This design comes from an exercise in tuning for small area on the open sky130 flow, not from production work.
No functional check of the RTL was part of any run shown here.
No activity file was given, so power comes from the tool's default toggle rates.

### config.mk
export PLATFORM = sky130hd
export DESIGN_NAME = i2c_top
export DESIGN_NICKNAME = i2c_top
export VERILOG_FILES = /design/flow/design.v
export SDC_FILE = /design/flow/constraint.sdc
export NUM_CORES = 4
export LEC_CHECK = 0
export CAP_MARGIN = 20
export CORE_MARGIN = 2
export CORE_UTILIZATION = 50
export CTS_BUF_LIST = sky130_fd_sc_hd__clkbuf_16
export CTS_CLUSTER_DIAMETER = 100
export CTS_CLUSTER_SIZE = 30
export SLEW_MARGIN = 20
### constraint.sdc
create_clock -name core_clock -period 12.0 [get_ports {clk}]
set_input_delay 2.4000 -clock core_clock [delete_from_list [all_inputs] [get_ports {clk}]]
set_output_delay 2.4000 -clock core_clock [all_outputs]
set_load 0.01 [all_outputs]
### design.v
module i2c_top(
    input           clk,
    input           rstn,
    input           apb_sel,
    input           apb_en,
    input           apb_write,
    output          apb_ready,
    input  [31:0]   apb_addr,
    input  [31:0]   apb_wdata,
    output [31:0]   apb_rdata,
    output          i2c_irq,
    input           i2c_scl_i,
    output          i2c_scl_o,
    input           i2c_sda_i,
    output          i2c_sda_o
);
    wire [4:0]                  tx_fifo_ocy                     ;
    wire                        tx_fifo_wr                      ;
    wire [9:0]                  tx_fifo_din                     ;
    wire [4:0]                  rx_fifo_ocy                     ;
    wire                        rx_fifo_rd                      ;
    wire [7:0]                  rx_fifo_dout                    ;
    wire [4:0]                  rx_fifo_pirq                    ;
    wire [9:0]                  slv_adr                         ;
    wire [6:0]                  cr                              ;
    wire [7:0]                  cr_clr                          ;
    wire [6:0]                  cr_set                          ;  
    wire [7:0]                  sr                              ;
    wire [7:0]                  irq_req                         ;
    wire [31:0]                 tsusta                          ;
    wire [31:0]                 tsusto                          ;
    wire [31:0]                 thdsta                          ;
    wire [31:0]                 tsudat                          ;
    wire [31:0]                 tbuf                            ;
    wire [31:0]                 thigh                           ;
    wire [31:0]                 tlow                            ;
    wire [31:0]                 thddat                          ;
    wire [7:0]                  tim_dflt                        ;
    wire                        cr_msms                         ;
i2c_reg u_i2c_reg ( 
        .clk                    (clk                            ),  
        .rstn                   (rstn                           ),  
        .apb_sel                (apb_sel                        ),  
        .apb_en                 (apb_en                         ),  
        .apb_write              (apb_write                      ),  
        .apb_ready              (apb_ready                      ),  
        .apb_addr               (apb_addr[31:0]                 ),  
        .apb_wdata              (apb_wdata[31:0]                ),  
        .apb_rdata              (apb_rdata[31:0]                ),  
        .irq                    (i2c_irq                        ),  
        .tx_fifo_ocy            (tx_fifo_ocy[4:0]               ),  
        .tx_fifo_wr             (tx_fifo_wr                     ),  
        .tx_fifo_wdat           (tx_fifo_din[9:0]               ),  
        .rx_fifo_ocy            (rx_fifo_ocy[4:0]               ),  
        .rx_fifo_rd             (rx_fifo_rd                     ),  
        .rx_fifo_rdat           (rx_fifo_dout[7:0]              ),  
        .rx_fifo_pirq           (rx_fifo_pirq[4:0]              ),  
        .slv_adr                (slv_adr[9:0]                   ),  
        .cr                     (cr[6:0]                        ),  
        .cr_clr                 (cr_clr[6:0]                    ),  
        .cr_set                 (cr_set[6:0]                    ),  
        .sr                     (sr[7:0]                        ),  
        .irq_req                (irq_req[7:0]                   ),  
        .tsusta                 (tsusta[31:0]                   ),  
        .tsusto                 (tsusto[31:0]                   ),  
        .thdsta                 (thdsta[31:0]                   ),  
        .tsudat                 (tsudat[31:0]                   ),  
        .tbuf                   (tbuf[31:0]                     ),  
        .thigh                  (thigh[31:0]                    ),  
        .tlow                   (tlow[31:0]                     ),  
        .thddat                 (thddat[31:0]                   ),  
        .tim_dflt               (tim_dflt[7:0]                  )   
    );
i2c_core u_i2c_core( 
        .clk                    (clk                            ),  
        .rstn                   (rstn                           ),  
        .slv_adr                (slv_adr[6:0]                   ),  
        .cr                     ({1'b0, cr[6:0]}                ),  
        .cr_clr                 (cr_clr[7:0]                    ),  
        .cr_set                 (cr_set[6:0]                    ),  
        .sr                     (sr[7:0]                        ),  
        .irq_req                (irq_req[7:0]                   ),  
        .tx_fifo_ocy            (tx_fifo_ocy[4:0]               ),  
        .tx_fifo_wr             (tx_fifo_wr                     ),  
        .tx_fifo_din            (tx_fifo_din[9:0]               ),  
        .rx_fifo_pirq           (rx_fifo_pirq[4:0]              ),  
        .rx_fifo_ocy            (rx_fifo_ocy[4:0]               ),  
        .rx_fifo_rd             (rx_fifo_rd                     ),  
        .rx_fifo_dout           (rx_fifo_dout[7:0]              ),  
        .debounce_cnt           (14'd10                         ),  
        .tsusta                 (tsusta[31:0]                   ),  
        .thdsta                 (thdsta[31:0]                   ),  
        .tsusto                 (tsusto[31:0]                   ),  
        .tsudat                 (tsudat[31:0]                   ),  
        .thddat                 (thddat[31:0]                   ),  
        .tim_dflt               (tim_dflt[7:0]                  ),  
        .tlow                   (tlow[31:0]                     ),  
        .thigh                  (thigh[31:0]                    ),  
        .tbuf                   (tbuf[31:0]                     ),  
        .sda_in                 (i2c_sda_i                      ),  
        .sda_out                (i2c_sda_o                      ),  
        .scl_in                 (i2c_scl_i                      ),  
        .scl_out                (i2c_scl_o                      )   
    );
endmodule
module i2c_reg(
    input               clk,
    input               rstn,
    input               apb_sel,
    input               apb_en,
    input               apb_write,
    output              apb_ready,
    input       [31:0]  apb_addr,
    input       [31:0]  apb_wdata,
    output reg  [31:0]  apb_rdata,
    output              irq,
    input       [4:0]   tx_fifo_ocy,
    output              tx_fifo_wr,
    output      [9:0]   tx_fifo_wdat,
    input       [4:0]   rx_fifo_ocy,
    output              rx_fifo_rd,
    input       [7:0]   rx_fifo_rdat,
    output      [4:0]   rx_fifo_pirq,
    output      [9:0]   slv_adr,
    output reg  [6:0]   cr,
    input       [6:0]   cr_clr,
    input       [6:0]   cr_set,
    input       [7:0]   sr,
    input       [7:0]   irq_req,
    output reg  [31:0]  tsusta,
    output reg  [31:0]  tsusto,
    output reg  [31:0]  thdsta,
    output reg  [31:0]  tsudat,
    output reg  [31:0]  tbuf,
    output reg  [31:0]  thigh,
    output reg  [31:0]  tlow,
    output reg  [31:0]  thddat,
    output reg  [7:0]   tim_dflt    
);
localparam [31:0] D_TSUSTA = 32'h23a;
localparam [31:0] D_TSUSTO = 32'h1f4;
localparam [31:0] D_THDSTA = 32'h1ae;
localparam [31:0] D_TSUDAT = 32'h100;
localparam [31:0] D_TBUF   = 32'h1f4;
localparam [31:0] D_THIGH  = 32'h1ed;
localparam [31:0] D_TLOW   = 32'h1ed;
localparam [31:0] D_THDDAT = 32'h40;
reg         gie;
reg  [7:0]  isr;
reg  [7:0]  ier;
reg  [9:0]  txr;
reg  [6:0]  adr;
reg  [2:0]  ten_adr;
reg  [4:0]  rx_pirq;
wire        wr_en;
wire        rd_en;
assign apb_ready = 1'b1;
assign rx_fifo_pirq[4:0] = rx_pirq[4:0];
assign slv_adr      = {ten_adr, adr};
assign wr_en =  apb_write & apb_en & apb_sel;
assign rd_en = ~apb_write & apb_en & apb_sel;
wire [8:0] a = apb_addr[8:0];
wire a_gie    = a == 9'h01c;
wire a_isr    = a == 9'h020;
wire a_ier    = a == 9'h028;
wire a_cr     = a == 9'h100;
wire a_sr     = a == 9'h104;
wire a_txr    = a == 9'h108;
wire a_rx     = a == 9'h10c;
wire a_adr    = a == 9'h110;
wire a_txocy  = a == 9'h114;
wire a_rxocy  = a == 9'h118;
wire a_tenadr = a == 9'h11c;
wire a_pirq   = a == 9'h120;
wire a_tsusta = a == 9'h128;
wire a_tsusto = a == 9'h12c;
wire a_thdsta = a == 9'h130;
wire a_tsudat = a == 9'h134;
wire a_tbuf   = a == 9'h138;
wire a_thigh  = a == 9'h13c;
wire a_tlow   = a == 9'h140;
wire a_thddat = a == 9'h144;
wire a_none   = !(a_gie | a_isr | a_ier | a_cr | a_sr | a_txr | a_rx | a_adr |
                  a_txocy | a_rxocy | a_tenadr | a_pirq | a_tsusta | a_tsusto |
                  a_thdsta | a_tsudat | a_tbuf | a_thigh | a_tlow | a_thddat);
wire [7:0] a_tim = {a_thddat, a_tlow, a_thigh, a_tbuf, a_tsudat, a_thdsta, a_tsusto, a_tsusta};
wire [7:0] we_tim = {8{wr_en}} & a_tim;
always @(posedge clk or negedge rstn)
begin
    if (!rstn) begin
        gie         <= 1'b0;
        ier         <= 8'h0;
        adr         <= 7'b0;
        ten_adr     <= 3'b0;
        rx_pirq     <= 5'b1;
        txr         <= 10'b0;
    end else if (wr_en) begin
        if (a_gie)    gie     <= apb_wdata[31];
        if (a_ier)    ier     <= apb_wdata[7:0];
        if (a_txr)    txr     <= apb_wdata[9:0];
        if (a_adr)    adr     <= apb_wdata[7:1];
        if (a_tenadr) ten_adr <= apb_wdata[2:0];
        if (a_pirq)   rx_pirq <= apb_wdata[4:0];
    end
end
always @(posedge clk or negedge rstn)
begin
    if (!rstn) tim_dflt <= 8'hff;
    else       tim_dflt <= tim_dflt & ~we_tim;
end
always @(posedge clk)
begin
    if (we_tim[0]) tsusta <= apb_wdata;
    if (we_tim[1]) tsusto <= apb_wdata;
    if (we_tim[2]) thdsta <= apb_wdata;
    if (we_tim[3]) tsudat <= apb_wdata;
    if (we_tim[4]) tbuf   <= apb_wdata;
    if (we_tim[5]) thigh  <= apb_wdata;
    if (we_tim[6]) tlow   <= apb_wdata;
    if (we_tim[7]) thddat <= apb_wdata;
end
always @(posedge clk or negedge rstn)
begin
    if (!rstn) begin
        cr[6:0] <= 7'b0;
    end else begin
        if(wr_en && a_cr)
            cr[6:0]<= apb_wdata[6:0];
        else
            cr[6:0] <=(cr[6:0] | cr_set) & (~cr_clr);
    end
end
wire [7:0] rs_tim = a_tim & ~tim_dflt;
wire [7:0] rd_tim = a_tim &  tim_dflt;
always @(posedge clk)
begin
    apb_rdata <= ({32{a_gie}}    & {gie, 31'b0})
               | ({32{a_isr}}    & {24'b0, isr})
               | ({32{a_ier}}    & {24'b0, ier})
               | ({32{a_cr}}     & {25'b0, cr})
               | ({32{a_sr}}     & {24'b0, sr})
               | ({32{a_txr}}    & {22'b0, txr})
               | ({32{a_rx}}     & {24'b0, rx_fifo_rdat})
               | ({32{a_adr}}    & {24'b0, adr, 1'b0})
               | ({32{a_txocy}}  & {27'b0, tx_fifo_ocy})
               | ({32{a_rxocy}}  & {27'b0, rx_fifo_ocy})
               | ({32{a_tenadr}} & {29'b0, ten_adr})
               | ({32{a_pirq}}   & {27'b0, rx_pirq})
               | ({32{rs_tim[0]}} & tsusta)
               | ({32{rs_tim[1]}} & tsusto)
               | ({32{rs_tim[2]}} & thdsta)
               | ({32{rs_tim[3]}} & tsudat)
               | ({32{rs_tim[4]}} & tbuf)
               | ({32{rs_tim[5]}} & thigh)
               | ({32{rs_tim[6]}} & tlow)
               | ({32{rs_tim[7]}} & thddat)
               | ({32{rd_tim[0]}} & D_TSUSTA)
               | ({32{rd_tim[1]}} & D_TSUSTO)
               | ({32{rd_tim[2]}} & D_THDSTA)
               | ({32{rd_tim[3]}} & D_TSUDAT)
               | ({32{rd_tim[4]}} & D_TBUF)
               | ({32{rd_tim[5]}} & D_THIGH)
               | ({32{rd_tim[6]}} & D_TLOW)
               | ({32{rd_tim[7]}} & D_THDDAT)
               | ({32{a_none}}   & 32'hdeadbeef);
end
always @(posedge clk or negedge rstn)
begin
    if (!rstn)
        isr <= 8'h0;
    else
        isr <= (isr & ~({8{wr_en & a_isr}} & apb_wdata[7:0])) | irq_req;
end
assign tx_fifo_wr   = wr_en && a_txr;
assign tx_fifo_wdat = apb_wdata[9:0];
assign rx_fifo_rd   = rd_en && a_rx;
assign irq          = |(isr & ier) & gie;
endmodule
module i2c_core(
    input           clk,
    input           rstn,
    input   [6:0]   slv_adr,
    input   [7:0]   cr,
    output  [7:0]   cr_clr,
    output  [6:0]   cr_set,
    output  [7:0]   sr,
    output  [7:0]   irq_req,
    output  [4:0]   tx_fifo_ocy,
    input           tx_fifo_wr,
    input   [9:0]   tx_fifo_din,
    input   [4:0]   rx_fifo_pirq,
    output  [4:0]   rx_fifo_ocy,
    input           rx_fifo_rd,
    output  [7:0]   rx_fifo_dout,
    input      [13:0]   debounce_cnt,
    input      [31:0]   tsusta,
    input      [31:0]   thdsta,
    input      [31:0]   tsusto,
    input      [31:0]   tsudat,
    input      [31:0]   thddat,
    input      [7:0]    tim_dflt,
    input      [31:0]   tlow,
    input      [31:0]   thigh,
    input      [31:0]   tbuf,
    input           sda_in,
    output          sda_out,
    input           scl_in,
    output          scl_out
);
    wire                        sr_bb                           ;
    wire                        cr_rsta_set                     ;
    wire                        cr_tx_set                       ;
    wire                        cr_tx_clr                       ;
    wire                        cr_txak_set                     ;
    wire                        cr_txak_clr                     ;
    wire                        cr_msms_set                     ;
    wire                        cr_msms_clr                     ;
    wire                        tx_fifo_rd                      ;
    wire [9:0]                  tx_fifo_dout                    ;
    wire                        tx_fifo_empty                   ;
    wire                        tx_fifo_full                    ;
    wire                        rx_fifo_empty                   ;
    wire                        rx_fifo_wr                      ;
    wire [7:0]                  rx_fifo_din                     ;
    wire                        rx_fifo_full                    ;
    wire                        cr_en                           ;
    wire                        dyna_msms_set                   ;
    wire                        dyna_msms_clr                   ;
    wire                        dyna_txak_set                   ;
    wire                        dyna_txak_clr                   ;
    wire                        dyna_tx_set                     ;
    wire                        dyna_tx_clr                     ;
    wire                        dyna_rsta_set                   ;
    wire                        fsm_msms_clr                    ;  
    wire                        cr_tx                           ;
    wire                        cr_gcen                         ;
    wire                        cr_txak                         ;
    wire                        cr_rsta                         ;
    wire                        cr_rsta_clr                     ;
    wire                        sr_abgc                         ;
    wire                        sr_aas                          ;
    wire                        sr_srw                          ;
    wire                        irq_nas                         ;
    wire                        irq_tx_err                      ;
    wire                        irq_tx_empty                    ;
    wire [3:0]                  cmd                             ;
    wire                        cmd_ack                         ;
    wire                        phy_rx                          ;
    wire                        phy_tx                          ;
    wire                        al                              ;
    wire                        irq_rx_pfull                   ;
    wire                        scl_gauge_en                    ;
    wire                        msms                            ;
    wire                        rsta_det                        ;
    wire                        sta_det                         ;
    wire                        sto_det                         ;
    wire                        busy                            ;
    wire                        scl_rising                      ;
    wire                        scl_faling                      ;
    wire                        cr_msms                         ;
    wire                        cr_txfifo_rst                   ;
    wire [4:0] rx_fifo_pfull_th;
    wire fsm_tx_set;
    wire fsm_tx_clr;
assign sr_bb = busy;
assign {
    cr_gcen,
    cr_rsta,
    cr_txak,
    cr_tx,
    cr_msms,
    cr_txfifo_rst,
    cr_en } = cr;
assign cr_clr = {
    1'b0,
    cr_rsta_clr,
    cr_txak_clr,
    cr_tx_clr,
    cr_msms_clr, 2'b0};
assign cr_set = {
    1'b0,
    cr_rsta_set,
    cr_txak_set,
    cr_tx_set,
    cr_msms_set,
    2'b0
    };
assign cr_rsta_set = dyna_rsta_set;
assign cr_tx_set   = dyna_tx_set || fsm_tx_set;
assign cr_tx_clr   = dyna_tx_clr || fsm_tx_clr;
assign cr_txak_set = dyna_txak_set;
assign cr_txak_clr = dyna_txak_clr;
assign cr_msms_set = dyna_msms_set;
assign cr_msms_clr = al || dyna_msms_clr || fsm_msms_clr;
assign sr = {
    tx_fifo_empty,
    rx_fifo_empty,
    rx_fifo_full,
    tx_fifo_full,
    sr_srw,
    sr_bb,
    sr_aas,
    sr_abgc
    };
assign irq_req = {
    !tx_fifo_ocy[3],
    irq_nas,
    sr_aas,
    !sr_bb,
    irq_rx_pfull,
    irq_tx_empty,
    irq_tx_err,
    al};
assign rx_fifo_pfull_th[4:0] = rx_fifo_pirq[4:0];
sync_fifo#(.DW(10), .DEPTH(16)) u_tx_fifo ( 
        .clk                    (clk                            ),  
        .rstn                   (rstn && (!cr_txfifo_rst)       ),  
        .rd                     (tx_fifo_rd                     ),  
        .dout                   (tx_fifo_dout[9:0]              ),  
        .empty                  (tx_fifo_empty                  ),  
        .wr                     (tx_fifo_wr                     ),  
        .din                    (tx_fifo_din[9:0]               ),  
        .full                   (tx_fifo_full                   ),  
        .ocy                    (tx_fifo_ocy[4:0]               )   
    );
sync_fifo #( .DW(8), .DEPTH(16)) u_rx_fifo ( 
        .clk                    (clk                            ),  
        .rstn                   (rstn                           ),  
        .rd                     (rx_fifo_rd                     ),  
        .dout                   (rx_fifo_dout[7:0]              ),  
        .empty                  (rx_fifo_empty                  ),  
        .wr                     (rx_fifo_wr                     ),  
        .din                    (rx_fifo_din[7:0]               ),  
        .full                   (rx_fifo_full                   ),  
        .ocy                    (rx_fifo_ocy[4:0]               )   
    );
i2c_dynamic_ctrl u_i2c_dynamic_ctrl( 
        .clk                    (clk                            ),  
        .rstn                   (rstn                           ),  
        .cr_en                  (cr_en                          ),  
        .cr_msms                (cr_msms                        ),  
        .dyna_msms_set          (dyna_msms_set                  ),  
        .dyna_msms_clr          (dyna_msms_clr                  ),  
        .dyna_txak_set          (dyna_txak_set                  ),  
        .dyna_txak_clr          (dyna_txak_clr                  ),  
        .dyna_tx_set            (dyna_tx_set                    ),  
        .dyna_tx_clr            (dyna_tx_clr                    ),  
        .dyna_rsta_set          (dyna_rsta_set                  ),  
        .tx_fifo_empty          (tx_fifo_empty                  ),  
        .tx_fifo_rd             (tx_fifo_rd                     ),  
        .tx_fifo_dout           (tx_fifo_dout[9:0]              ),  
        .tx_fifo_wr             (tx_fifo_wr                     ),  
        .tx_fifo_din            (tx_fifo_din[9:0]               ),  
        .rx_fifo_wr             (rx_fifo_wr                     )   
    );
i2c_core_fsm u_i2c_core_fsm( 
        .clk                    (clk                            ),  
        .rstn                   (rstn                           ),  
        .slv_addr               (slv_adr[6:0]                   ),  
        .cr_msms                (cr_msms                        ),  
        .cr_msms_clr            (fsm_msms_clr                   ),  
        .cr_tx                  (cr_tx                          ),  
        .cr_tx_set              (fsm_tx_set                     ),  
        .cr_tx_clr              (fsm_tx_clr                     ),  
        .cr_gcen                (cr_gcen                        ),  
        .cr_txak                (cr_txak                        ),  
        .cr_en                  (cr_en                          ),  
        .cr_rsta                (cr_rsta                        ),  
        .cr_rsta_clr            (cr_rsta_clr                    ),  
        .sr_abgc                (sr_abgc                        ),  
        .sr_aas                 (sr_aas                         ),  
        .sr_srw                 (sr_srw                         ),  
        .irq_nas                (irq_nas                        ),  
        .irq_tx_err             (irq_tx_err                     ),  
        .irq_tx_empty           (irq_tx_empty                   ),  
        .irq_rx_pfull           (irq_rx_pfull                   ),  
        .cmd                    (cmd[3:0]                       ),  
        .cmd_ack                (cmd_ack                        ),  
        .phy_rx                 (phy_rx                         ),  
        .phy_tx                 (phy_tx                         ),  
        .phy_abort              (al                             ),  
        .rx_fifo_pirq           (rx_fifo_pfull_th[4:0]          ),  
        .rx_fifo_wr             (rx_fifo_wr                     ),  
        .rx_fifo_din            (rx_fifo_din[7:0]               ),  
        .rx_fifo_ocy            (rx_fifo_ocy[4:0]               ),  
        .rx_fifo_empty          (rx_fifo_empty                  ),  
        .tx_fifo_empty          (tx_fifo_empty                  ),  
        .tx_fifo_rd             (tx_fifo_rd                     ),  
        .tx_fifo_dout           (tx_fifo_dout[9:0]              ),  
        .tx_fifo_ocy            (tx_fifo_ocy[4:0]               ),  
        .scl_gauge_en           (scl_gauge_en                   ),  
        .msms                   (msms                           ),  
        .rcv_rsta               (rsta_det                       ),  
        .rcv_sta                (sta_det                        ),  
        .rcv_sto                (sto_det                        )   
    );
i2c_phy u_i2c_phy( 
        .clk                    (clk                            ),  
        .rstn                   (rstn                           ),  
        .ena                    (cr_en                          ),  
        .cmd                    (cmd[3:0]                       ),  
        .cmd_ack                (cmd_ack                        ),  
        .al                     (al                             ),  
        .rsta_det               (rsta_det                       ),  
        .din                    (phy_tx                         ),  
        .dout                   (phy_rx                         ),  
        .debounce_cnt           (debounce_cnt[13:0]             ),  
        .tsusta                 (tsusta[31:0]                   ),  
        .thdsta                 (thdsta[31:0]                   ),  
        .tsusto                 (tsusto[31:0]                   ),  
        .tsudat                 (tsudat[31:0]                   ),  
        .thddat                 (thddat[31:0]                   ),  
        .tim_dflt               (tim_dflt[7:0]                  ),  
        .tlow                   (tlow[31:0]                     ),  
        .thigh                  (thigh[31:0]                    ),  
        .tbuf                   (tbuf[31:0]                     ),  
        .cr_msms                (msms                           ),  
        .sta_det                (sta_det                        ),  
        .sto_det                (sto_det                        ),  
        .busy                   (busy                           ),  
        .scl_rising             (scl_rising                     ),  
        .scl_faling             (scl_faling                     ),  
        .scl_gauge_en           (scl_gauge_en                   ),  
        .scl_in                 (scl_in                         ),  
        .scl_out                (scl_out                        ),  
        .sda_in                 (sda_in                         ),  
        .sda_out                (sda_out                        )   
    );
endmodule
module sync_fifo#(
    parameter DW = 8,
    parameter DEPTH = 16,
    parameter AW = 4
)(
    input               clk,
    input               rstn,
    input               rd,
    output      [DW-1:0]dout,
    output  reg         empty,
    input               wr,
    input       [DW-1:0]din,
    output              full,
    output      [AW:0]  ocy
);
reg  [DW*DEPTH-1:0] mem;
reg  [AW-1:0]       cnt;
wire                wr_int;
wire                rd_int;
assign full   = !empty & (&cnt);
assign wr_int = wr & !full;
assign rd_int = rd & !empty;
assign ocy    = {1'b0, cnt};
always @(posedge clk or negedge rstn)
begin
    if(!rstn) begin
        empty <= 1'b1;
        cnt   <= {AW{1'b0}};
    end
    else if(wr_int && !rd_int) begin
        empty <= 1'b0;
        if(!empty) cnt <= cnt + 1'b1;
    end
    else if(rd_int && !wr_int) begin
        if(cnt == 0) empty <= 1'b1;
        else         cnt   <= cnt - 1'b1;
    end
end
always @(posedge clk)
begin
    if(wr_int)
        mem <= {mem[DW*(DEPTH-1)-1:0], din};
end
reg [DW-1:0] rd_q;
integer i;
always @(*) begin
    rd_q = {DW{1'b0}};
    for (i = 0; i < DEPTH; i = i + 1)
        rd_q = rd_q | ({DW{!empty && cnt == i}} & mem[i*DW +: DW]);
end
assign dout = rd_q;
endmodule  
module i2c_dynamic_ctrl(
    input           clk,
    input           rstn,
    input           cr_en,
    input           cr_msms,
    output          dyna_msms_set,
    output          dyna_msms_clr,
    output          dyna_txak_set,
    output          dyna_txak_clr,
    output          dyna_tx_set,
    output          dyna_tx_clr,
    output          dyna_rsta_set,
    input           tx_fifo_empty,
    input           tx_fifo_rd,
    input   [9:0]   tx_fifo_dout,
    input           tx_fifo_wr,
    input   [9:0]   tx_fifo_din,
    input           rx_fifo_wr
);
reg [7:0]   rcnt;
reg         load;
reg         start_hold;
wire        start_set;
wire        start;
assign start         = !tx_fifo_empty & tx_fifo_dout[8] |
                        tx_fifo_empty & tx_fifo_wr & tx_fifo_din[8];
assign start_set     = !start_hold & start;
assign dyna_msms_set = start_set & cr_en & !cr_msms;
assign dyna_rsta_set = start_set & cr_en &  cr_msms;
assign dyna_msms_clr = (tx_fifo_rd | (rx_fifo_wr & rcnt == 1)) & tx_fifo_dout[9];
assign dyna_txak_set = rx_fifo_wr && rcnt == 2;
assign dyna_txak_clr = start_set & cr_en;
assign dyna_tx_set   = tx_fifo_rd && tx_fifo_dout[8] && (!tx_fifo_dout[0]);
assign dyna_tx_clr   = tx_fifo_rd && tx_fifo_dout[9] || 
                       tx_fifo_rd && tx_fifo_dout[8] && tx_fifo_dout[0];
always@(posedge clk or negedge rstn)
begin
    if(!rstn) begin
        rcnt <= 8'b0;
        load <= 1'b0;
        start_hold <= 1'b0;
    end
    else begin
        load <= tx_fifo_rd && tx_fifo_dout[8] && tx_fifo_dout[0];
        start_hold <= start;
        if(load)
            rcnt <= tx_fifo_dout[7:0];
        else if(rx_fifo_wr)
            rcnt <= rcnt - 1;
    end
end
endmodule
module i2c_core_fsm(
    input               clk,
    input               rstn,
    input       [6:0]   slv_addr,
    input               cr_msms,
    output              cr_msms_clr,
    input               cr_tx,
    output              cr_tx_set,
    output              cr_tx_clr,
    input               cr_gcen,
    input               cr_txak,
    input               cr_en,
    input               cr_rsta,
    output              cr_rsta_clr,
    output reg          sr_abgc,
    output reg          sr_aas,
    output reg          sr_srw,
    output reg          irq_nas, 
    output              irq_tx_err,
    output              irq_tx_empty,
    output              irq_rx_pfull,
    output reg [ 3:0]   cmd,       
    input               cmd_ack,   
    input               phy_rx,
    output reg          phy_tx,
    input               phy_abort,
    input       [4:0]   rx_fifo_pirq,
    output              rx_fifo_wr, 
    output      [7:0]   rx_fifo_din,
    input       [4:0]   rx_fifo_ocy,
    input               rx_fifo_empty,
    input               tx_fifo_empty,
    output              tx_fifo_rd,
    input       [9:0]   tx_fifo_dout,
    input       [4:0]   tx_fifo_ocy,
    output              scl_gauge_en,
    output reg          msms,
    input               rcv_rsta,
    input               rcv_sta,
    input               rcv_sto
);
    localparam ST_IDLE  = 4'h0;
    localparam ST_START = 4'h1;
    localparam ST_READ  = 4'h3;
    localparam ST_RACK  = 4'h4;
    localparam ST_WRITE = 4'h5;
    localparam ST_WACK  = 4'h6;
    localparam ST_WSUSP = 4'h8;
    localparam ST_RSUSP = 4'h9;
    localparam ST_STOP  = 4'h7;
    reg  [3:0]  cstate;
    reg  [3:0]  nstate;
    reg  [3:0]  pstate;
    reg  [2:0]  cnt;
    wire [2:0]  cnt_x;
    reg  [7:0]  sr;
    wire        load;
    wire        tx_ready;
    wire        rx_ready;
    reg         cr_msms_r;
    wire        msms_set;
    wire        msms_clr;
    wire        msms_x;
    wire        active_abort;
    wire        tx; 
    wire        cnt_clr;
    reg         adr_phase;
    wire        adr_phase_x;
    wire        adr_phase_set;
    wire        ack_done;
    wire                        aas_set                         ;
    wire                        gc_set                          ;
    wire                        aas_x                           ;
    wire                        abgc_x                          ;
    wire                        nas_clr                         ;
    wire                        nas_set                         ;
    wire                        nas_x                           ;
    wire                        shift                           ;
    wire                        cnt_done                       ;
    wire rack_done;
    wire wack_done;
assign msms_set = cr_msms && !cr_msms_r;
assign msms_clr = cstate == ST_STOP && cmd_ack;
assign msms_x   = msms_set ? 1'b1:
                  msms_clr ? 1'b0:
                  msms;
assign tx            = msms? cr_tx : (aas_set? phy_rx : sr_srw);
assign scl_gauge_en  = cstate == ST_READ && adr_phase;
assign rack_done     = (cstate == ST_RACK) & cmd_ack;
assign wack_done     = (cstate == ST_WACK) & cmd_ack;
assign ack_done      = rack_done | wack_done;
assign adr_phase_set = (cstate == ST_IDLE)  & rcv_sta |
                       (cstate == ST_START) & cmd_ack;
assign adr_phase_x   = ack_done ? 1'b0 :
                       adr_phase_set ? 1'b1 : adr_phase;
assign active_abort   = !cr_msms & msms;
always@(*)
begin
    nstate = cstate;
    cmd    = 4'h0;
    phy_tx = 1'b0;
    case(cstate)
        ST_IDLE : begin
            if(msms && tx_ready)
                nstate = ST_START;
            else if(rcv_sta)
                nstate = ST_READ;
        end
        ST_START : begin
            cmd  = 4'h1;
            if(cmd_ack) nstate = ST_WRITE; 
        end
        ST_READ  : begin
            cmd = 4'h4;
            if(cnt_done) nstate = ST_RACK;
        end
        ST_RACK : begin
            cmd    = 4'h3;
            phy_tx = adr_phase & !(sr_aas | sr_abgc) | !adr_phase & cr_txak;
            if(cmd_ack) begin
                if(!msms & phy_rx)
                    nstate = ST_IDLE;
                else if(tx)
                    nstate = ST_WSUSP;
                else
                    nstate = ST_RSUSP;
            end
        end
        ST_WRITE : begin
            cmd = 4'h3;
            phy_tx = sr[7];
            if(phy_abort)
                nstate = ST_IDLE;
            else if(cnt_done) 
                nstate = ST_WACK;
        end
        ST_WACK : begin
            cmd = 4'h4;
            if(cmd_ack) begin
                if(phy_rx | active_abort)
                    nstate = msms ? ST_STOP : ST_IDLE;
                else if(tx)
                    nstate = ST_WSUSP;
                else
                    nstate = ST_RSUSP;
            end
        end
        ST_WSUSP : begin
            cmd = 4'h5;
            if(tx_ready)
                nstate = cr_rsta? ST_START : ST_WRITE;
        end
        ST_RSUSP : begin
            cmd = 4'h5;
            if(cr_rsta)
                nstate = ST_WSUSP;
            else if(rx_ready)
                nstate = active_abort ? ST_STOP : ST_READ;
        end
        ST_STOP : begin
            cmd = 4'h2;
            if(cmd_ack) nstate = ST_IDLE;
        end
        default:;
    endcase
end
assign cnt_clr       = cnt_done || rcv_rsta;
assign cnt_x         = cnt_clr ? 3'h7 :
                       shift   ? cnt - 1'b1 : cnt;
assign cnt_done      = ~(|cnt) & cmd_ack;
assign rx_ready      = rx_fifo_ocy[4:0] < rx_fifo_pirq[4:0] | rx_fifo_empty;
assign rx_fifo_wr    = rack_done && !adr_phase;
assign rx_fifo_din   = sr[7:0];
assign tx_ready      = !tx_fifo_empty;
assign tx_fifo_rd    = load;
assign shift = (cstate == ST_READ || cstate == ST_WRITE) && cmd_ack;
assign load  = (cstate != ST_WRITE) && (nstate == ST_WRITE);
assign gc_set    = !msms & adr_phase & cnt_done & (sr[6:0] == 7'b0) & cr_gcen;
assign aas_set   = !msms & adr_phase & cnt_done & (sr[6:0] == slv_addr[6:0]);
assign cr_tx_set =  msms & adr_phase & cnt_done & !phy_rx;
assign cr_tx_clr =  msms & adr_phase & cnt_done &  phy_rx;
assign cr_msms_clr = wack_done & phy_rx;
assign cr_rsta_clr = cr_rsta && (cstate == ST_START) && cmd_ack;
assign aas_x     = rcv_sto ? 1'b0 : 
                   aas_set ? 1'b1 : 
                   sr_aas;
assign abgc_x    = rcv_sto  ? 1'b0 :
                   gc_set   ? 1'b1 :
                   sr_abgc;
assign nas_clr   = aas_set | gc_set;
assign nas_set   = rcv_sto;
assign nas_x     = nas_clr ? 1'b0 : 
                   nas_set ? 1'b1 :
                   irq_nas ;
assign irq_tx_err   = ack_done & phy_rx;
assign irq_tx_empty = (cstate == ST_WSUSP) && tx_fifo_empty;
assign irq_rx_pfull = !rx_ready && (cstate == ST_RSUSP);
always@(posedge clk or negedge rstn)
begin
    if(!rstn) begin
        cstate          <= ST_IDLE;
        pstate          <= ST_IDLE;
        cnt             <= 3'h7; 
        irq_nas         <= 1'b1;
        sr_aas          <= 1'b0;
        sr_abgc         <= 1'b0;
        sr_srw          <= 1'b0;
        cr_msms_r       <= 1'b0;
        msms            <= 1'b0;
        adr_phase       <= 1'b0;
    end
    else begin
        cstate          <= nstate;
        cnt             <= cnt_x;
        pstate          <= (nstate == cstate)? pstate : cstate;
        sr_srw          <= aas_set ? phy_rx : sr_srw;
        irq_nas         <= nas_x;
        sr_aas          <= aas_x;
        sr_abgc         <= abgc_x;
        cr_msms_r       <= cr_msms;
        msms            <= msms_x;
        adr_phase       <= adr_phase_x;
    end
end
always @(posedge clk or negedge rstn)
begin
    if (!rstn)      sr <= 8'h0;
    else if (load)       sr <= tx_fifo_dout[7:0];
    else if(shift)  sr <= {sr[6:0], phy_rx};
end
endmodule
module i2c_phy(
    input               clk,
    input               rstn,
    input               ena,
    input      [ 3:0]   cmd,
    output              cmd_ack,
    output              al,
    output              rsta_det,
    input               din,
    output              dout,
    input      [13:0]   debounce_cnt,
    input      [31:0]   tsusta,
    input      [31:0]   thdsta,
    input      [31:0]   tsusto,
    input      [31:0]   tsudat,
    input      [31:0]   thddat,
    input      [7:0]    tim_dflt,
    input      [31:0]   tlow,
    input      [31:0]   thigh,
    input      [31:0]   tbuf,
    input               cr_msms,
    output              sta_det,
    output              sto_det,
    output              busy,
    output              scl_rising,
    output              scl_faling,
    input               scl_gauge_en,
    input               scl_in,
    output              scl_out,
    input               sda_in,
    output              sda_out
);
    wire [31:0]                 tlow_gauge                      ;
    wire                        tlow_g_dflt                     ;
    wire                        scl_o                           ;
    wire                        scl_i                           ;
    wire                        sda_o                           ;
    wire                        sda_i                           ;
    wire [31:0]                 thigh_mux                       ;
assign scl_out = scl_o;
assign sda_out = sda_o;
assign thigh_mux = thigh;
i2c_phy_debounce u_i2c_phy_debounce( 
        .clk                    (clk                            ),  
        .rstn                   (rstn                           ),  
        .scl                    (scl_in                         ),  
        .sda                    (sda_in                         ),  
        .debounce_cnt           (debounce_cnt[13:0]             ),  
        .sta_det                (sta_det                        ),  
        .sto_det                (sto_det                        ),  
        .busy                   (busy                           ),  
        .scl_rising             (scl_rising                     ),  
        .scl_faling             (scl_faling                     ),  
        .scl_gauge_en           (scl_gauge_en                   ),  
        .tlow                   (tlow_gauge[31:0]               ),  
        .tlow_dflt              (tlow_g_dflt                    ),  
        .scl_o                  (scl_o                          ),  
        .scl_i                  (scl_i                          ),  
        .sda_o                  (sda_o                          ),  
        .sda_i                  (sda_i                          )   
    );
i2c_phy_fsm u_i2c_phy_fsm( 
        .clk                    (clk                            ),  
        .rstn                   (rstn                           ),  
        .ena                    (ena                            ),  
        .msms                   (cr_msms                        ),  
        .cmd                    (cmd[3:0]                       ),  
        .cmd_ack                (cmd_ack                        ),  
        .al                     (al                             ),  
        .rsta_det               (rsta_det                       ),  
        .din                    (din                            ),  
        .dout                   (dout                           ),  
        .tsusta                 (tsusta[31:0]                   ),  
        .thdsta                 (thdsta[31:0]                   ),  
        .tsusto                 (tsusto[31:0]                   ),  
        .tsudat                 (tsudat[31:0]                   ),  
        .thddat                 (thddat[31:0]                   ),  
        .tim_dflt               (tim_dflt[7:0]                  ),  
        .tlow                   (tlow[31:0]                     ),  
        .tlow_g                 (tlow_gauge[31:0]               ),  
        .tlow_g_dflt            (tlow_g_dflt                    ),  
        .thigh                  (thigh_mux[31:0]                ),  
        .tbuf                   (tbuf[31:0]                     ),  
        .sto_det                (sto_det                        ),  
        .sta_det                (sta_det                        ),  
        .scl_rising             (scl_rising                     ),  
        .scl_falling            (scl_faling                     ),  
        .scl_i                  (scl_i                          ),  
        .sda_i                  (sda_i                          ),  
        .scl_o                  (scl_o                          ),  
        .sda_o                  (sda_o                          )   
    );
endmodule
module i2c_phy_debounce (
    input               clk,
    input               rstn,
    input               scl,
    input               sda,
    input       [13:0]  debounce_cnt,
    output              sta_det,
    output              sto_det,
    output  reg         busy,
    output              scl_rising,
    output              scl_faling,
    input               scl_gauge_en,
    output  reg [31:0]  tlow,        
    output  reg         tlow_dflt,   
    input               scl_o,
    output              scl_i,
    input               sda_o,
    output              sda_i
);
reg [ 1:0] cSCL, cSDA;       
reg [ 2:0] fSCL, fSDA;       
reg        sSCL, sSDA;       
reg        dSCL, dSDA;       
reg [3:0]  filter_cnt;       
reg [31:0] timing_cnt;
always@(posedge clk or negedge rstn)
begin
    if(!rstn) begin
        timing_cnt <= 32'b0;
        tlow_dflt  <= 1'b1;
    end
    else if(scl_gauge_en) begin
        if(scl_rising || scl_faling)
            timing_cnt <= 32'b0;
        else if(busy)
            timing_cnt <= timing_cnt + 1'b1;
        if(scl_rising) tlow_dflt <= 1'b0;
    end
end
always@(posedge clk)
begin
    if(scl_gauge_en && scl_rising) tlow <= timing_cnt;
end
always @(posedge clk or negedge rstn)
    if (!rstn) begin
        cSCL <= 2'b00;
        cSDA <= 2'b00;
    end else begin
        cSCL <= {cSCL[0],scl};
        cSDA <= {cSDA[0],sda};
    end
always @(posedge clk or negedge rstn)
    if (!rstn) 
        filter_cnt <= 4'h0;
    else if (~|filter_cnt)
        filter_cnt <= debounce_cnt[3:0];  
    else
        filter_cnt <= filter_cnt -1;
always @(posedge clk or negedge rstn)
    if (!rstn) begin
        fSCL <= 3'b111;
        fSDA <= 3'b111;
    end else if (~|filter_cnt) begin
        fSCL <= {fSCL[1:0],cSCL[1]};
        fSDA <= {fSDA[1:0],cSDA[1]};
    end
always @(posedge clk or negedge rstn)
    if (~rstn) begin
        sSCL <= 1'b1;
        sSDA <= 1'b1;
        dSCL <= 1'b1;
        dSDA <= 1'b1;
    end else begin
        sSCL <= &fSCL[2:1] | &fSCL[1:0] | (fSCL[2] & fSCL[0]);
        sSDA <= &fSDA[2:1] | &fSDA[1:0] | (fSDA[2] & fSDA[0]);
        dSCL <= sSCL;
        dSDA <= sSDA;
    end
always @(posedge clk or negedge rstn)
    if (~rstn)
        busy <= 1'b0;
    else if(sta_det)
        busy <= 1'b1;
    else if(sto_det)
        busy <= 1'b0;
assign sta_det = sSCL && (!sSDA) && dSDA;
assign sto_det = sSCL && sSDA && (!dSDA);
assign scl_i   = dSCL;
assign sda_i   = dSDA;
assign scl_faling = dSCL && (!sSCL);
assign scl_rising = (!dSCL) && sSCL;
endmodule
module i2c_phy_fsm (
    input             clk,       
    input             rstn,      
    input             ena,       
    input             msms,      
    input      [ 3:0] cmd,       
    output            cmd_ack,   
    output reg        al,        
    output reg        rsta_det,
    input             din,
    output reg        dout,
    input      [31:0] tsusta,
    input      [31:0] thdsta,
    input      [31:0] tsusto,
    input      [31:0] tsudat,
    input      [31:0] thddat,
    input      [31:0] tlow,
    input      [31:0] tlow_g,    
    input             tlow_g_dflt,  
    input      [7:0]  tim_dflt,  
    input      [31:0] thigh,
    input      [31:0] tbuf,
    input             sto_det,
    input             sta_det,
    input             scl_rising,
    input             scl_falling,
    input             scl_i,     
    input             sda_i,     
    output reg        scl_o,     
    output reg        sda_o      
);
    localparam idle    = 4'b0000;
    localparam hang    = 4'b0001;
    localparam wr_c    = 4'b0010;    
    localparam start_a = 4'b0100;    
    localparam start_d = 4'b0101;    
    localparam rd_a    = 4'b0110;    
    localparam rd_c    = 4'b0111;    
    localparam rd_b    = 4'b1000;    
    localparam wr_b    = 4'b1001;    
    localparam stop_a  = 4'b1010;    
    localparam wr_a    = 4'b1011;    
    localparam start_b = 4'b1100;    
    localparam start_c = 4'b1101;    
    localparam stop_b  = 4'b1110;    
    localparam stop_c  = 4'b1111;    
    parameter TSUSTA = 0;
    parameter THDSTA = 1;
    parameter THDSTO = 2;
    parameter TSUDAT = 3;
    parameter THDDAT = 4;
    parameter TLOW   = 5;
    parameter THIGH  = 6;
    parameter TBUF   = 7;
    reg        dscl_o  ;         
    wire       sda_chk;          
    reg        slv_wait;       
    wire       slv_wait_set;
    wire       slv_wait_clr;
    reg [31:0] cnt;              
    wire[31:0] cnt_nxt;
    wire       cnt_clr;
    wire       wait_thigh_done;
    wire       wait_tlow_done;  
    wire       wait_tbuf_done;  
    wire       wait_tsusta_done;
    wire       wait_thdsta_done;
    wire       wait_tsudat_done;
    wire       wait_thddat_done;
    wire       wait_tsusto_done;
    reg       scl_x;
    reg       sda_x;
    reg [3:0] cstate, nstate; 
    assign cnt_clr = cstate != nstate;
    assign cnt_nxt = cnt_clr ? 32'b0 : 
                     slv_wait ? cnt : cnt + 1'b1;
    wire       s_tlow   = cstate[3:2] == 2'b01;
    wire       s_thigh  = cstate[3:1] == 3'b100;
    wire       s_tsudat = cstate[3:1] == 3'b101;
    wire       s_tsusta = cstate == start_b;
    wire       s_thdsta = cstate == start_c;
    wire       s_tsusto = cstate == stop_b;
    wire       s_tbuf   = cstate == stop_c;
    wire       s_thddat = cstate == wr_c;
    wire [7:0] d        = tim_dflt;
    wire       tlow0    = msms ? (tlow[0] | d[6]) : (tlow_g[0] | tlow_g_dflt);
    wire       s_tlow_m = s_tlow &  msms;
    wire       s_tlow_g = s_tlow & !msms;
    wire [32:0] tsel    = ({33{s_tlow_m & !d[6]}}    & {1'b0, tlow})
                        | ({33{s_tlow_m &  d[6]}}    & {1'b0, 32'h1ed})
                        | ({33{s_tlow_g & !tlow_g_dflt}} & {1'b0, tlow_g})
                        | ({33{s_tlow_g &  tlow_g_dflt}} & {1'b0, 32'hffff_ffff})
                        | ({33{s_tbuf & !d[4]}}      & {1'b0, tbuf[31:1], tlow0})
                        | ({33{s_tbuf &  d[4]}}      & {1'b0, 31'h1f4 >> 1, tlow0})
                        | ({33{s_thigh & !d[5]}}     & {thigh,  1'b0})
                        | ({33{s_thigh &  d[5]}}     & {32'h1ed, 1'b0})
                        | ({33{s_tsudat & !d[3]}}    & {tsudat, 1'b0})
                        | ({33{s_tsudat &  d[3]}}    & {32'h100, 1'b0})
                        | ({33{s_tsusta & !d[0]}}    & {tsusta, 1'b0})
                        | ({33{s_tsusta &  d[0]}}    & {32'h23a, 1'b0})
                        | ({33{s_thdsta & !d[2]}}    & {thdsta, 1'b0})
                        | ({33{s_thdsta &  d[2]}}    & {32'h1ae, 1'b0})
                        | ({33{s_tsusto & !d[1]}}    & {tsusto, 1'b0})
                        | ({33{s_tsusto &  d[1]}}    & {32'h1f4, 1'b0})
                        | ({33{s_thddat & !d[7]}}    & {thddat, 1'b0})
                        | ({33{s_thddat &  d[7]}}    & {32'h40, 1'b0});
    wire       cnt_ge   = {cnt, 1'b0} >= tsel;
    wire       cnt_eq   = {cnt, 1'b0} == tsel;
    assign wait_thigh_done  = cnt_ge;
    assign wait_tlow_done   = cnt_ge;
    assign wait_tbuf_done   = cnt_ge;
    assign wait_tsusta_done = cnt_eq;
    assign wait_thdsta_done = cnt_eq;
    assign wait_tsudat_done = cnt_eq;
    assign wait_thddat_done = cnt_eq;
    assign wait_tsusto_done = cnt_eq;
    assign cmd_ack = cstate == start_d & wait_tlow_done |
                     cstate == stop_c  & wait_tbuf_done |
                     cstate == rd_c    & (wait_tlow_done || !msms) |
                     cstate == wr_c    & wait_thddat_done;
    always @(posedge clk or negedge rstn)
      if (!rstn) dscl_o <= 1'b1;
      else       dscl_o <= scl_o  ;
    assign slv_wait_set = (!dscl_o & scl_o) & (!scl_i);
    assign slv_wait_clr = slv_wait & scl_i;
    always @(posedge clk or negedge rstn)
      if (!rstn) slv_wait <= 1'b0;
      else       slv_wait <= (slv_wait & ~slv_wait_clr) | slv_wait_set ;
    wire cmd_stop;
    assign cmd_stop = (cmd == 4'h2);
    assign sda_chk = cstate == wr_b && nstate == wr_c;
    always @(posedge clk or negedge rstn)
      if (~rstn)
          al <= 1'b0;
      else
          al <= (sda_chk & ~sda_i & sda_o) | (sto_det & ~cmd_stop & msms);
    always @(posedge clk or negedge rstn)
      if (!rstn) begin
        dout     <= 1'b1;
        rsta_det <= 1'b0;
      end
      else begin
      if (scl_rising) dout <= sda_i;
      if (scl_falling && (dout != sda_i) && cstate == rd_b) 
          rsta_det <=1'b1;
      else if(cmd_ack)
          rsta_det <=1'b0;
      end
    always @(posedge clk or negedge rstn)
      if (!rstn) begin
          cstate <= idle;
          scl_o   <= 1'b1;
          sda_o   <= 1'b1;
          cnt     <= 32'b0;
      end
      else if (al) begin
          cstate <= idle;
          scl_o   <= 1'b1;
          sda_o   <= 1'b1;
          cnt     <= 32'b0;
      end
      else if(ena) begin 
        cnt     <= cnt_nxt;
        cstate  <= nstate;
        scl_o   <= scl_x;
        sda_o   <= sda_x;
      end
    always@(*) begin
        nstate = cstate;
        scl_x  = scl_o;
        sda_x  = sda_o;
        case (cstate) 
              idle: begin
                  case (cmd) 
                       4'h1: nstate = start_a;
                       4'h2:  nstate = stop_a; 
                       4'h3: nstate = wr_a;
                       4'h4:  nstate = rd_a;
                       4'h5:  nstate = hang;
                       default:        nstate = idle;
                  endcase
                  scl_x   = scl_o  ;  
                  sda_x   = sda_o  ;  
              end
              start_a: begin
                  scl_x = scl_o; 
                  sda_x = 1'b1; 
                  if(wait_tlow_done) nstate = start_b;
              end
              start_b: begin
                  scl_x = 1'b1;
                  sda_x = 1'b1;
                  if(wait_tsusta_done) nstate = start_c;
              end
              start_c: begin
                  scl_x = 1'b1;
                  sda_x = 1'b0;
                  if(wait_thdsta_done) nstate = start_d;
              end
              start_d: begin
                  scl_x = 1'b0; 
                  sda_x = 1'b0; 
                  if(wait_tlow_done) nstate = idle;
              end
              stop_a: begin
                  scl_x = 1'b0;  
                  sda_x = 1'b0;  
                  if(wait_tsudat_done) nstate = stop_b;
              end
              stop_b: begin
                  scl_x = 1'b1;  
                  sda_x = 1'b0;  
                  if(wait_tsusto_done) nstate = stop_c;
              end
              stop_c: begin
                  scl_x = 1'b1;  
                  sda_x = 1'b1;  
                  if(wait_tbuf_done) nstate = idle;
              end
              rd_a: begin
                  scl_x = !msms;  
                  sda_x = 1'b1;  
                  if(wait_tlow_done && msms || scl_rising && !msms) nstate = rd_b;
              end
              rd_b: begin
                  scl_x = 1'b1;  
                  sda_x = 1'b1;  
                  if(wait_thigh_done && msms || scl_falling && !msms) nstate = rd_c;
              end
              rd_c: begin
                  scl_x = !msms;  
                  sda_x = 1'b1;  
                  if(wait_tlow_done || !msms) nstate = idle;
              end
              wr_a: begin
                  scl_x = 1'b0;  
                  sda_x = din;   
                  if(wait_tsudat_done) nstate = wr_b;
              end
              wr_b: begin
                  scl_x = 1'b1;  
                  sda_x = din;   
                  if(wait_thigh_done && msms || scl_falling && !msms) nstate = wr_c;
              end
              wr_c: begin
                  scl_x = !msms;  
                  sda_x = din;
                  if(wait_thddat_done) nstate = idle;
              end
              hang: begin
                  scl_x = 1'b0;  
                  sda_x = sda_o;
                  if(cmd != 4'h5) nstate = idle;
              end
              default: ;
        endcase
    end
endmodule
### run.sh
#!/bin/bash
# synth_recipe.tcl (not shown) runs the flow's synth.tcl, then flattens the netlist and writes it again
# the make line also repeats each setting of config.mk as NAME=value (left out here)
make -C /OpenROAD-flow-scripts/flow DESIGN_CONFIG=/design/flow/config.mk WORK_HOME=/design/flow/orfs CLKGATE_MAP_FILE= SYNTH_SCRIPT=/design/flow/synth_recipe.tcl finish
==> results of run 1 <==
-- final cells by class --
cell class	count	area, um^2
Antenna cell	1	2.50
Tap cell	873	1090
Inverter	47	176
Sequential cell	802	22800
Multi-Input combinational cell	1615	10900
Fill cell	5449	30000
Timing Repair Buffer	141	1270
Clock inverter	27	216
Clock buffer	37	926
-- worst max path at each step --
stage	slack, ns	cells after the start	from	end
final	4.24	19	u_i2c_core.u_i2c_phy.u_i2c_phy_fsm.cstate[3]	u_i2c_core.u_tx_fifo.cnt[3]
after floorplan	0.27	12	apb_addr[7]	u_i2c_core.u_tx_fifo.cnt[1]
after global placement	4.60	21	u_i2c_core.u_i2c_phy.u_i2c_phy_fsm.cstate[2]	u_i2c_core.u_tx_fifo.cnt[3]
after global routing	4.03	21	u_i2c_core.u_i2c_phy.u_i2c_phy_fsm.cstate[2]	u_i2c_core.u_tx_fifo.cnt[3]
after CTS	4.54	21	u_i2c_core.u_i2c_phy.u_i2c_phy_fsm.cstate[2]	u_i2c_core.u_tx_fifo.cnt[3]
after detailed placement	4.56	19	u_i2c_core.u_i2c_phy.u_i2c_phy_fsm.cstate[3]	u_i2c_core.u_tx_fifo.cnt[3]
-- through the flow --
stage	instances	worst slack, ns	utilization, %
final	3543	4.24	55.5
after global routing	3542	4.03	55.5
after CTS	3542	4.54	55.5
after detailed placement	3478	4.56	53.8
after global placement	3478	4.60	53.8
after floorplan	2578	0.272	-
-- power by group --
part / switching [uW] / internal (uW)
Combinational: 484 / 277
Sequential: 90.0 / 3000
Clock: 900 / 595
-- cell usage in the layout, fill, tap and decap left out, drive strengths merged, types with 30 or more instances in the layout --
master | Yosys | final
a22oi | 159 | 159
a211oi | 30 | 30
nor2 | 217 | 217
dfxtp | 32 | 32
xor2 | 50 | 50
nor3 | 51 | 51
buf | 18 | 59
mux2 | 44 | 44
dfrtp | 164 | 164
clkbuf | 96 | 38
ha | 57 | 57
dfstp | 30 | 30
and3 | 30 | 30
o21ai | 63 | 63
nand3 | 71 | 71
edfxtp | 576 | 576
nand2 | 192 | 192
a222oi | 89 | 89
a221oi | 54 | 54
nand4 | 86 | 86
inv | 45 | 66
clkdlybuf4s50 | 0 | 81
a21oi | 81 | 81
a22o | 56 | 56
-- state kept, by name, indices dropped and copies added, names as in the netlist, 8 cells and up --
register	cells
u_i2c_reg.tbuf	32
u_i2c_core.u_i2c_dynamic_ctrl.rcnt	8
u_i2c_core.u_rx_fifo.mem	128
u_i2c_core.u_tx_fifo.mem	160
u_i2c_reg.thddat	32
u_i2c_reg.thigh	32
u_i2c_core.u_i2c_phy.u_i2c_phy_fsm.cnt	32
u_i2c_core.u_i2c_phy.u_i2c_phy_debounce.timing_cnt	32
u_i2c_core.u_i2c_phy.u_i2c_phy_debounce.tlow	32
u_i2c_reg.ier	8
u_i2c_reg.tim_dflt	8
u_i2c_reg.tsusta	32
u_i2c_reg.tlow	32
u_i2c_reg.apb_rdata	32
u_i2c_reg.isr	8
u_i2c_reg.tsudat	32
u_i2c_core.u_i2c_core_fsm.sr	8
u_i2c_reg.txr	10
u_i2c_reg.thdsta	32
u_i2c_reg.tsusto	32
-- per-layer routing --
| layer | share of wire (%) | routed length [um] | vias up |
|---|---|---|---|
| li1 | - | - | 10300 |
| met1 | 42 | 44000 | 12300 |
| met2 | 43 | 44500 | 1661 |
| met3 | 13 | 13100 | 184 |
| met4 | 2.7 | 2800 | 2 |
| met5 | 0.012 | 13 | - |
-- critical path: stages (launching register included) --
cell and delay [ns]:
dfrtp_1 0.89, nand2_1 0.43, nor2_2 0.77, buf_4 0.48, a222oi_1 0.13, and3_1 0.30
ha_1 0.32, nand4_1 0.22, nor4_2 0.59, nand2b_1 0.19, o22a_1 0.33, a21o_1 0.41
o211ai_1 0.37, o2111a_1 0.29, and4_1 0.63, nand2_1 0.12, ha_1 0.33, or4_1 0.54
a21oi_1 0.18, xor2_1 0.15
-- cells in the mapped netlist (10+ instances only) --
library cell  instances
nor2b_1              26
and2_1               10
a222oi_1             89
o21ai_0              63
a211oi_1             29
a221oi_1             54
mux2_2               44
nand2b_1             26
nor3b_1              13
inv_1                45
a22oi_1             159
dfrtp_1             164
nand3_1              71
dfstp_2              30
nor4_1               12
or3_1                16
a22o_1               56
a21oi_1              81
edfxtp_1            576
or4_1                10
nor3_1               50
o211ai_1             10
ha_1                 57
xnor2_1              29
nand2_1             191
nor2_1              217
clkbuf_1             96
nand4_1              85
a21o_1               10
dfxtp_1              32
and3_1               30
xor2_1               50
-- cell families (layout without fill, tap and decap cells) --
kind of cell	count (synthesis)	after routing	share of synthesized area, %
compound gates	627	627	14.0
simple gates	798	798	11.6
mux	51	51	1.65
xor+xnor	79	79	2.02
buf+inv	161	252	1.83
fa+ha+maj	59	59	2.14
flops	802	802	66.8
other cells	1	2	0.0110
==> impl_metrics.py, run 1 <==
metrics = {
    "outcome": {
        "status": "finished clean",
    },
    "timing": {
        "finalHoldViolations": 0,
        "fin_skew_ns": 0.0294,
        "finalSetupTns_ns": 0,
        "rsz0062_at_grt": "no",
        "relSlewSlack_pct": 21.6,
        "holdWs_ns": 0.358,
        "max_freq_mhz": 129,
        "worst_pin_slew_ns": 1.17,
        "setup_viol": 0,
        "drv_slew": 0,
        "period_needed_ns": 7.76,
        "fin_crit_sh_pct": 64.6,
    },
    "layout": {
        "area_growth_pct": 9.41,
        "drive_above_1_share_pct": 8.77,
        "final_nets": 2771,
        "stdcell_area_um2": 37400,
    },
    "placement": {
        "place.gp.congestion": 0.974,
        "port_buffers": 82,
        "place_area_um2": 36300,
        "post-dp-hpwl_um": 66900,
    },
    "power_and_ir_drop": {
        "power_uw": 5350,
        "power_density_nw_per_um2": 143,
        "p_leak_uw": 0.0131,
        "irDropWorstVdd_mv": 0.112,
    },
    "route": {
        "routed_wl_um": 104000,
        "drc": 0,
        "ant_nets": 0,
        "routed-via-count": 24400,
        "drt_iter0_markers": 3939,
        "routedWlPerCell_um": 29.5,
        "dr.pass1.iters": 9,
        "via_per_inst": 6.90,
    },
    "grt": {
        "first_global_vias": 23400,
        "grt_overflow": 0,
        "top_usage_layer": "met1",
        "track_usage_pct": 29.3,
        "grt_use_met3_pct": 7.68,
        "met1_usage_pct": 43.9,
        "grt_max_degree": 91,
        "grt_antenna_before_repair": 2,
        "grt_pass1_wl_um": 153000,
        "met2_usage_pct": 42.1,
    },
    "floorplan": {
        "die-area_um2": 70500,
        "initial_utilization_pct": 50.7,
        "core_area_um2": 67400,
        "boundaryPins": 107,
        "die_h_um": 266,
        "dieWidth_um": 266,
        "rows": 95,
    },
    "critical_path": {
        "r2r_slack_ns": 4.24,
        "critPathArrivalTime_ns": 8.28,
        "rr_worst_depth": 19,
        "end_kind": "flop",
        "r2r_end": "u_i2c_core.u_tx_fifo.cnt[3]",
        "r2r-start": "u_i2c_core.u_i2c_phy.u_i2c_phy_fsm.cstate[3]",
        "path_class": "reg2reg",
        "crit_required_ns": 12.53,
        "cp-start-kind": "flop",
        "cp_max_fo": 27,
    },
    "logic_synthesis": {
        "synth_seq_cells": 802,
        "synth.net_count": 2706,
        "synth_cell_types": 87,
        "yosysSeqAreaShare_pct": 66.8,
        "netlist_instances": 2578,
        "yosysWarningCount": 7,
        "netlist_area_um2": 34200,
        "synth_top_area_cell": "edfxtp_1",
        "yosysTopAreaCellShare_pct": 50.6,
        "ys_async_sr_fraction_pct": 24.2,
        "avgSynthCellArea_um2": 13.3,
        "synth_ff_type": "edfxtp_1",
        "synth-edff-count": 576,
        "synth_area_leaders": "edfxtp_1 51%, dfrtp_1 12%, a22oi_1 3.5%",
    },
    "worst_hold_path": {
        "hold_path.class": "reg2async",
    },
    "clock_tree": {
        "clkSinkCount": 802,
        "post-cts-setup-buffer-count": 0,
        "htree_levels": 2,
        "cts_made_buffers": 36,
        "insertion_delay_ns": 0.61,
        "cts_root_buf": "clkbuf_16",
        "path_clk_slew_ns": 0.12,
        "cts_tree": "yes",
        "postCtsHoldBufs": 0,
        "cts_resized": 0,
        "clk_path_buf_depth": 3,
    },
    "flow_run": {
        "max_cap_violations": 0,
    },
}
==> inputs of run 2 (changes only) <==
--- a/config.mk
+++ b/config.mk
@@ -10,5 +10,5 @@
 export CORE_UTILIZATION = 50
-export CTS_BUF_LIST = sky130_fd_sc_hd__clkbuf_16
-export CTS_CLUSTER_DIAMETER = 100
-export CTS_CLUSTER_SIZE = 30
+export CTS_BUF_LIST = sky130_fd_sc_hd__clkbuf_8
+export CTS_CLUSTER_DIAMETER = 60
+export CTS_CLUSTER_SIZE = 16
 export SLEW_MARGIN = 20
==> impl_metrics.py, run 2 <==
metrics = {
    "logic_synthesis": {
        "yosysTopAreaCellShare_pct": 50.6,
        "synth_area_leaders": "edfxtp_1 51%, dfrtp_1 12%, a22oi_1 3.5%",
        "synth_top_area_cell": "edfxtp_1",
        "ys_async_sr_fraction_pct": 24.2,
        "netlist_area_um2": 34200,
        "synthTopCellsByCount": "576 x edfxtp_1, 217 x nor2_1, 191 x nand2_1",
        "yosysSeqAreaShare_pct": 66.8,
        "avgSynthCellArea_um2": 13.3,
        "synth_seq_cells": 802,
        "synth.net_count": 2706,
        "netlist_instances": 2578,
        "yosysWarningCount": 7,
        "synth_ff_type": "edfxtp_1",
        "synth-edff-count": 576,
        "synth_cell_types": 87,
        "yosys.cell_count.top_type": "edfxtp_1",
    },
    "clock_tree": {
        "cts_made_buffers": 61,
        "insertion_delay_ns": 0.76,
        "path_clk_slew_ns": 0.11,
        "postCtsHoldBufs": 0,
        "clk_path_buf_depth": 3,
        "cts_root_buf": "clkbuf_8",
        "cts_resized": 0,
        "clkSinkCount": 802,
        "post-cts-setup-buffer-count": 0,
        "cts_tree": "yes",
        "htree_levels": 2,
    },
    "placement": {
        "port_buffers": 82,
        "post-dp-hpwl_um": 66900,
        "place.gp.congestion": 0.974,
        "place_inst": 3478,
    },
    "critical_path": {
        "cp_max_fo": 27,
        "crit_required_ns": 12.68,
        "cp-start-kind": "flop",
        "path_class": "reg2reg",
        "end_kind": "flop",
        "critPathArrivalTime_ns": 8.37,
    },
    "power_and_ir_drop": {
        "irDropWorstVdd_mv": 0.0983,
        "power_density_nw_per_um2": 141,
        "power_uw": 5290,
        "p_leak_uw": 0.0132,
    },
    "floorplan": {
        "initial_utilization_pct": 50.7,
        "rows": 95,
        "core_area_um2": 67400,
        "die-area_um2": 70500,
        "boundaryPins": 107,
        "die_h_um": 266,
        "dieWidth_um": 266,
    },
    "route": {
        "ant_nets": 0,
        "routed-via-count": 24400,
        "routedWlPerCell_um": 29.2,
        "routed_wl_um": 105000,
        "drc": 0,
        "drt_iter0_markers": 4147,
        "via_per_inst": 6.80,
        "dr.pass1.iters": 9,
    },
    "worst_hold_path": {
        "hold_path.class": "reg2reg",
    },
    "layout": {
        "area_growth_pct": 9.39,
        "fin_util_pct": 55.5,
        "layout_common_cells": "576 x edfxtp_1, 195 x nor2_1, 191 x nand2_1",
        "largest_reg_flops": 160,
        "top_register": "u_i2c_core.u_tx_fifo.mem",
        "drive_above_1_share_pct": 9.82,
        "fin_cells": 3594,
        "layout_commonest_cell": "edfxtp_1",
        "final_nets": 2796,
        "reg_top3": "u_i2c_core.u_tx_fifo.mem (160), u_i2c_core.u_rx_fifo.mem (128)",
    },
    "timing": {
        "drv_slew": 0,
        "setup_viol": 0,
        "max_freq_mhz": 130,
        "rsz0062_at_grt": "no",
        "period_needed_ns": 7.68,
        "relSlewSlack_pct": 21.5,
        "fin_crit_sh_pct": 64.0,
        "finalSetupTns_ns": 0,
        "fin_skew_ns": 0.0560,
        "worst_pin_slew_ns": 1.17,
        "finalHoldViolations": 0,
    },
    "grt": {
        "grt_antenna_before_repair": 3,
        "first_global_vias": 23600,
        "grt_overflow": 0,
        "grt_max_degree": 91,
        "track_usage_pct": 29.5,
        "grt_pass1_wl_um": 154000,
    },
    "outcome": {
        "status": "finished clean",
    },
    "flow_run": {
        "max_cap_violations": 0,
    },
}
-- run 2: cell count changes in the layout (fill, tap and decap cells not counted), sizes merged --
cell	previous run	this run
clkbuf	38	65
inv	66	84
clkinv	7	11
clkinvlp	1	3
-- run 2: metrics by stage --
| stage | hold WS (ns) | cell area [um^2] | worst slack [ns] |
|---|---|---|---|
| finish | 0.357 | 37400 | 4.32 |
| global route | 0.371 | 37400 | 3.92 |
| CTS | 0.360 | 37400 | 4.54 |
| detailed placement | 0.337 | 36300 | 4.56 |
| global placement | 0.333 | 36300 | 4.60 |
| floorplan | 0.265 | 34200 | 0.272 |
-- run 2: report_power, final --
part / switching [uW] / leakage [uW] / internal, uW
registers: 90.8 / 0.00803 / 3000
clock network: 926 / 0.000699 / 509
logic: 482 / 0.00442 / 277
-- run 2: cell type report --
type | instances | area, um^2
Sequential cell | 802 | 22800
Antenna cell | 1 | 2.50
Inverter | 47 | 176
Clock buffer | 64 | 881
Clock inverter | 51 | 254
Tap cell | 873 | 1090
Fill cell | 5467 | 30000
Timing Repair Buffer | 141 | 1270
Multi-Input combinational cell | 1615 | 10900
-- run 2: worst max-delay path: stages, from the launching register on --
cell      delay (ns)
dfrtp_1         0.87
nor2_1          0.15
nand3_1         0.38
nor2_2          0.23
buf_4           0.33
a222oi_1        0.33
nand4_1         0.14
a211oi_1        0.68
ha_1            0.24
nand4_1         0.18
nor4_1          0.56
a32oi_1         0.24
and4b_1         0.31
a21o_1          0.36
o211ai_1        0.36
o2111a_1        0.28
and4_1          0.63
nand2_1         0.12
ha_1            0.33
or4_1           0.54
a21oi_1         0.18
xor2_1          0.15
-- run 2: final timing paths --
kind,startpoint,to,slack (ns),depth (start not counted)
hold / removal,u_i2c_core.u_i2c_phy.u_i2c_phy_debounce.cSDA[0],u_i2c_core.u_i2c_phy.u_i2c_phy_debounce.cSDA[1],0.36,0
min in group asynchronous,u_i2c_reg.cr[1],u_i2c_core.u_tx_fifo.cnt[3],0.38,1
setup reg to reg,u_i2c_core.u_i2c_phy.u_i2c_phy_fsm.cstate[3],u_i2c_core.u_tx_fifo.cnt[3],4.32,21
max in group asynchronous,rstn,asynchronous set/reset pin,8.16,3
hold reg to reg,u_i2c_core.u_i2c_phy.u_i2c_phy_debounce.cSDA[0],u_i2c_core.u_i2c_phy.u_i2c_phy_debounce.cSDA[1],0.36,0
setup / recovery,u_i2c_core.u_i2c_phy.u_i2c_phy_fsm.cstate[3],u_i2c_core.u_tx_fifo.cnt[3],4.32,21
-- run 2: layer usage --
layer / track usage, % / vias to the layer above / part of all wire [%]
li1: - / 10400 / -
met5: 0 / - / 0.012
met2: 42.2 / 1647 / 43
met1: 44.2 / 12200 / 42
met4: 8.49 / 2 / 2.6
met3: 8.08 / 196 / 13
-- run 2: cells by family after synthesis --
group	share of synthesized area, %
DFF	66.8
xor gates and xnor gates	2.02
AOI/OAI and AO/OA	14.0
buffers and inverters	1.83
muxes	1.65
other	0.0110
and+or+nand+nor	11.6
adders and majority gates	2.14

[re-timing with driven ports]
The results above use ideal ports. As a check the final layouts listed here were re-extracted and re-timed, cells and wires unchanged. Step 1 (the two cells are an assumption about what drives the block):
set clk [get_ports {clk}]
set_driving_cell -lib_cell sky130_fd_sc_hd__clkbuf_16 $clk
set_driving_cell -lib_cell sky130_fd_sc_hd__buf_2 [delete_from_list [all_inputs] $clk]
Step 2 times the ports against the registers' clock, not the clock port: input delays grow and output delays shrink by t, the midpoint of the rising clock arrivals with the driver on. Slacks: ideal ports / drivers / drivers and shift; pairs: ideal ports / drivers.
| run | t (ns) | setup slack, ns | hold slack, ns | slew at the worst register clock pin (ns) | worst slew at a driven data input, ns |
|---|---|---|---|---|---|
| run 1 | 0.655 | 4.245 / 4.245 / 4.245 | 0.358 / 0.358 / 0.358 | 0.12 / 0.12 | 0.07 |
| run 2 | 0.789 | 4.316 / 4.316 / 4.316 | 0.357 / 0.357 / 0.357 | 0.11 / 0.11 | 0.07 |
After both steps every run listed still meets setup and hold.
